Context: an optimization exercise on an open-source flow, tuned for small area. The choices shown serve that exercise and are no tape-out recipe. The RTL was checked by simulation tests, not by an equivalence proof against the original design. Power and IR drop assume default switching activity.

## job 9862
==> flow/design.v <==
module ras #(
	parameter DATA_WIDTH = 64,
	parameter DATA_DEPTH = 4
)(
	input  logic                  rst_ni,
	input  logic                  clk_i,
	input  logic                  bp_flush_i,
	input  logic                  ras_push_i,
	input  logic                  ras_pop_i,
	input  logic [DATA_WIDTH-1:0] ras_data_i,
	output logic                  ras_data_vld_o,
	output logic [DATA_WIDTH-1:0] ras_data_o
);
  logic [DATA_DEPTH-1:0] [DATA_WIDTH-1:0] data_d, data_q;
  assign ras_data_o     = data_q[0];
  logic sel_push, sel_pop, sel_hold, sel_in;
  assign sel_push = ras_push_i & ~ras_pop_i;    
  assign sel_pop  = ras_pop_i  & ~ras_push_i;   
  assign sel_hold = ~(sel_push | sel_pop);      
  assign sel_in   = ras_push_i;                 
  ras_sel3 #(.W(DATA_WIDTH)) u_sel_top (
    .sa(sel_in),  .a(ras_data_i),
    .sb(sel_pop), .b(data_q[1]),
    .sc(~ras_push_i & ~ras_pop_i), .c(data_q[0]),
    .y(data_d[0])
  );
  for (genvar i = 1; i < DATA_DEPTH-1; i++) begin : g_mid
    ras_sel3 #(.W(DATA_WIDTH)) u_sel (
      .sa(sel_push), .a(data_q[i-1]),
      .sb(sel_pop),  .b(data_q[i+1]),
      .sc(sel_hold), .c(data_q[i]),
      .y(data_d[i])
    );
  end
  ras_sel2 #(.W(DATA_WIDTH)) u_sel_bottom (
    .sa(sel_push), .sa_n(~sel_push), .a(data_q[DATA_DEPTH-2]),
    .b(data_q[DATA_DEPTH-1]),
    .y(data_d[DATA_DEPTH-1])
  );
  logic       vld_q;
  logic [1:0] below_q;
  assign ras_data_vld_o = vld_q;
  always_ff @(posedge clk_i or negedge rst_ni) begin
    if (~rst_ni)                 vld_q <= 1'b0;
    else if (bp_flush_i)         vld_q <= 1'b0;
    else if (ras_push_i)         vld_q <= 1'b1;
    else if (ras_pop_i)          vld_q <= vld_q & (below_q != 2'd0);
  end
  always_ff @(posedge clk_i) begin
    if (ras_push_i && !vld_q)
      below_q <= 2'd0;
    else if (sel_push && below_q != 2'd3)
      below_q <= below_q + 2'd1;
    else if (sel_pop)
      below_q <= below_q - 2'd1;
  end
  always_ff @(posedge clk_i) begin
    data_q <= data_d;
  end
endmodule
module ras_sel3 #(
	parameter W = 64
)(
	input  logic         sa,
	input  logic [W-1:0] a,
	input  logic         sb,
	input  logic [W-1:0] b,
	input  logic         sc,
	input  logic [W-1:0] c,
	output logic [W-1:0] y
);
  assign y = ({W{sa}} & a) | ({W{sb}} & b) | ({W{sc}} & c);
endmodule
module ras_sel2 #(
	parameter W = 64
)(
	input  logic         sa,
	input  logic         sa_n,
	input  logic [W-1:0] a,
	input  logic [W-1:0] b,
	output logic [W-1:0] y
);
  assign y = ({W{sa_n}} | a) & ({W{sa}} | b);
endmodule
export LEC_CHECK = 0
export CAP_MARGIN = 20
export CORE_MARGIN = 2
export CORE_UTILIZATION = 48
export SLEW_MARGIN = 20
export SYNTH_HIERARCHICAL = 1
export SYNTH_MINIMUM_KEEP_SIZE = 0
create_clock -name core_clock -period 4.0 [get_ports {clk_i}]
standard.sh (not shown) runs the stock make flow with config.mk's settings and CLKGATE_MAP_FILE= SYNTH_SCRIPT=/design/flow/synth_recipe.tcl, a recipe that flattens the netlist after the stock synthesis.
==> flow/flow/run.sh <==
#!/bin/bash
# Standard ORFS layout, with the smallest buffer on the ports, the select
# nets' fanout trees rebuilt from small buffers before repair_design, and a
# clock tree of larger clusters and no dummy loads.
set -euo pipefail
bash standard.sh \
  BUFFER_PORTS_ARGS="-buffer_cell sky130_fd_sc_hd__buf_1" \
  PRE_RESIZE_TCL="$PWD/flow/pre_resize.tcl" \
  CTS_ARGS="-sink_clustering_enable -repair_clock_nets -sink_clustering_size 20 -sink_clustering_max_diameter 200 -buf_list sky130_fd_sc_hd__clkbuf_8 -dont_use_dummy_load" \
  finish > standard.log 2>&1
Other scripts of this flow, unchanged in this note and not shown: flow/flow/fanout.tcl, flow/flow/pre_resize.tcl
Input-level comparison between job 7499 and job 9862:
- swapping 48 for 55 in CORE_UTILIZATION
### Flow results
Between job 7499 and job 9862, it is job 7499 whose routed wire length is higher, by about 0.8%.
Compared with job 9862, in job 7499 sum of routed wire segments on met1 -5.8%, layout cell share with drive strength beyond 1 ~0 delta.
Diff job 9862..job 7499 | number of sequential cells | unchanged
[compare] base=job 9862 new=job 7499: maximum frequency from static timing analysis grew by about 1%; cell area shrank by about 0.47%; final total power held steady; final-layout non-clock buffer area share held steady.
When job 7499 is measured against job 9862, its worst slack on hold paths turns out 390 ps higher.
For job 9971, these inputs were changed with respect to job 7499:
- CORE_UTILIZATION now 62, was 55
Results
- Job 9971 finished every stage and its layout cleared the timing, design-rule and antenna checks.
- Post-route clock period utilization was higher in job 9971 than in job 7499.
- Worst setup slack: job 9971 vs job 7499 down 47 ps
- Max number of fillers in the final layout across job 7499 and job 9971: job 7499
- Job 9971 falls short of job 7499 in time the final worst path needs with I/O delays and setup.
- Hold slack ends up higher on job 7499.

## sierra
Another version of the RTL of ras (not shown whole).
Size: roughly 790 cells after synthesis, roughly 260 flip-flops, about 130 I/O pins, about 0.0097 mm^2 of cells after synthesis.
==> flow/config.mk <==
export PLATFORM = sky130hd
export DESIGN_NAME = ras
export DESIGN_NICKNAME = ras
export VERILOG_FILES = /design/flow/design.v
export SDC_FILE = /design/flow/constraint.sdc
export NUM_CORES = 4
export LEC_CHECK = 0
export CAP_MARGIN = 20
export CORE_MARGIN = 2
export CORE_UTILIZATION = 70
export SLEW_MARGIN = 20
export SYNTH_HIERARCHICAL = 1
export SYNTH_MINIMUM_KEEP_SIZE = 0
==> flow/constraint.sdc <==
create_clock -name core_clock -period 4.0 [get_ports {clk_i}]
set_input_delay 0.8000 -clock core_clock [delete_from_list [all_inputs] [get_ports {clk_i}]]
set_output_delay 0.8000 -clock core_clock [all_outputs]
set_load 0.01 [all_outputs]
==> flow/flow/run.sh <==
#!/bin/bash
# Standard ORFS layout, with the smallest buffer on the ports and a clock tree
# of larger clusters and no dummy loads.
set -euo pipefail
bash standard.sh \
  BUFFER_PORTS_ARGS="-buffer_cell sky130_fd_sc_hd__buf_1" \
  CTS_ARGS="-sink_clustering_enable -repair_clock_nets -sink_clustering_size 20 -sink_clustering_max_diameter 200 -buf_list sky130_fd_sc_hd__clkbuf_8 -dont_use_dummy_load" \
  finish > standard.log 2>&1
sierra reached the end of the flow, and the finished layout is clean on the timing, design-rule and antenna checks.
--- input diff sierra..xenon ---
- swapping 70 for 40 in CORE_UTILIZATION
-- flow/flow/run.sh --
<<< sierra, line 2
# Standard ORFS layout, with the smallest buffer on the ports and a clock tree
# of larger clusters and no dummy loads.
>>> xenon, line 2
# Standard ORFS layout, with the smallest buffer on the ports, a clock tree
# of larger clusters and no dummy loads, and no large buffers after synthesis.
<<< sierra, line 5
>>> xenon, line 5
PLATFORM_DONT_USE="$(make -s -C "$FLOW_HOME" DESIGN_CONFIG="$PWD/config.mk" WORK_HOME="$PWD/orfs" print-DONT_USE_CELLS | sed -n 's/^DONT_USE_CELLS: //p')"
EXTRA_DONT_USE="sky130_fd_sc_hd__buf_8 sky130_fd_sc_hd__buf_12 sky130_fd_sc_hd__buf_16 sky130_fd_sc_hd__bufbuf_8 sky130_fd_sc_hd__bufbuf_16 sky130_fd_sc_hd__inv_8 sky130_fd_sc_hd__inv_12 sky130_fd_sc_hd__inv_16 sky130_fd_sc_hd__ha_2 sky130_fd_sc_hd__ha_4 sky130_fd_sc_hd__bufinv_8 sky130_fd_sc_hd__bufinv_16"
bash standard.sh synth > synth.log 2>&1
<<< sierra, line 6
>>> xenon, line 9
  DONT_USE_CELLS="$PLATFORM_DONT_USE $EXTRA_DONT_USE" \
[summary]
- xenon: achievable frequency higher than sierra
- Both conditions hold for xenon: the flow ran to the end and the final layout passed the timing, design-rule and antenna checks.
- The final-report max-slew violation count was comparable across xenon and sierra.
- xenon vs. sierra: net load switching power went up by 0.017 mW.
- Against sierra as the reference, xenon delivers a higher internal reg-to-reg setup slack.
- | portion of the layout cell area used by clock cells | xenon vs sierra | ≈ equal |
- Of xenon and sierra, sierra shows the higher final worst-path cycle share, with xenon below it.
- Comparing xenon and sierra, the lower full die area is on sierra.

Another version of the RTL of ras (not shown whole).
Size: ~920 cells after synthesis, about 130 I/O pins, ~9800 um2 of cells after synthesis.
Settings: LEC_CHECK=0, CAP_MARGIN=20, CORE_MARGIN=2, CORE_UTILIZATION=40, SLEW_MARGIN=20; clock period 4.0 ns.
run.sh (not shown) runs the stock make flow with config.mk's settings and CLKGATE_MAP_FILE= SYNTH_SCRIPT=/design/flow/synth_recipe.tcl, a recipe that flattens the netlist after the stock synthesis.
Stock flow here: none of the scripts above is used.
The first run produced a clean layout.
Next try:
==> flow/flow/run.sh (new file) <==
#!/bin/bash
# Standard ORFS layout, with the smallest buffer on the ports and no CTS dummy loads.
set -euo pipefail
bash standard.sh \
  BUFFER_PORTS_ARGS="-buffer_cell sky130_fd_sc_hd__buf_1" \
  CTS_ARGS="-sink_clustering_enable -repair_clock_nets -sink_clustering_size 20 -buf_list sky130_fd_sc_hd__clkbuf_4 -dont_use_dummy_load" \
  finish > standard.log 2>&1
==> flow/standard.sh (new file) <==
#!/bin/bash
# synth_recipe.tcl (not shown) runs the flow's synth.tcl, then flattens the netlist and writes it again
# the make line also repeats each setting of config.mk as NAME=value (left out here)
make -C /OpenROAD-flow-scripts/flow DESIGN_CONFIG=/design/flow/config.mk WORK_HOME=/design/flow/orfs CLKGATE_MAP_FILE= SYNTH_SCRIPT=/design/flow/synth_recipe.tcl "${@:-finish}"
--- a/flow/config.mk
+++ b/flow/config.mk
@@ -10,0 +11,2 @@
+export CTS_BUF_LIST = sky130_fd_sc_hd__clkbuf_4
+export CTS_CLUSTER_SIZE = 20
removed: flow/run.sh
Critical path depth shrinks by 4.
Setup slack gains 0.38 ns.
Utilization shrinks by 5.0 points.
Total power shrinks by 14%.
Next try:
==> flow/run.sh (new file) <==
#!/bin/bash
# synth_recipe.tcl (not shown) runs the flow's synth.tcl, then flattens the netlist and writes it again
# the make line also repeats each setting of config.mk as NAME=value (left out here)
make -C /OpenROAD-flow-scripts/flow DESIGN_CONFIG=/design/flow/config.mk WORK_HOME=/design/flow/orfs CLKGATE_MAP_FILE= SYNTH_SCRIPT=/design/flow/synth_recipe.tcl finish
removed: flow/flow/run.sh
removed: flow/standard.sh
Cell area rose by 11%; sequential share of layout area shrinks by 5.7 points; utilization rose by 5.0 points; maximum frequency fell by 18%; hold slack loses 0.0082 ns.

## afterwards: timing with drivers on the ports
Ports are ideal in the flow. The routed layouts listed here were re-timed in OpenROAD.
Step 1 sets driving cells, clkbuf_16 on the clock port and buf_2 on the other inputs (assumed; they add their load-dependent delay and slew).
Step 2 times the ports against the registers' clock, not the clock port: input delays grow and output delays shrink by t, the midpoint of the rising clock arrivals with the driver on.
Slacks: no drivers / after step 1 / after step 2; pairs: no drivers / after step 1.
run	shift t [ns]	setup slack, ns	clock arrival spread, ns	worst data-port slew with drivers (ns)
job 9862	0.536	0.667 / 0.682 / 0.146	0.031 / 0.031	0.04
job 7499	0.530	0.699 / 0.713 / 0.182	0.024 / 0.023	0.05
job 9971	0.530	0.653 / 0.659 / 0.130	0.019 / 0.019	0.05
sierra	0.533	1.527 / 1.542 / 1.009	0.021 / 0.020	0.06
xenon	0.540	1.898 / 1.915 / 1.375	0.018 / 0.018	0.05
the first run of note 3	0.558	1.621 / 1.627 / 1.069	0.015 / 0.015	0.07
the second run of note 3	0.643	2.004 / 1.964 / 1.408	0.049 / 0.049	0.07
the third run of note 3	0.660	1.578 / 1.537 / 1.048	0.040 / 0.040	0.07
After both steps every run listed still meets setup and hold. The setup slack of the second run of note 3, which loses most, moves by -0.040 ns with the drivers and by -0.596 ns with both steps.
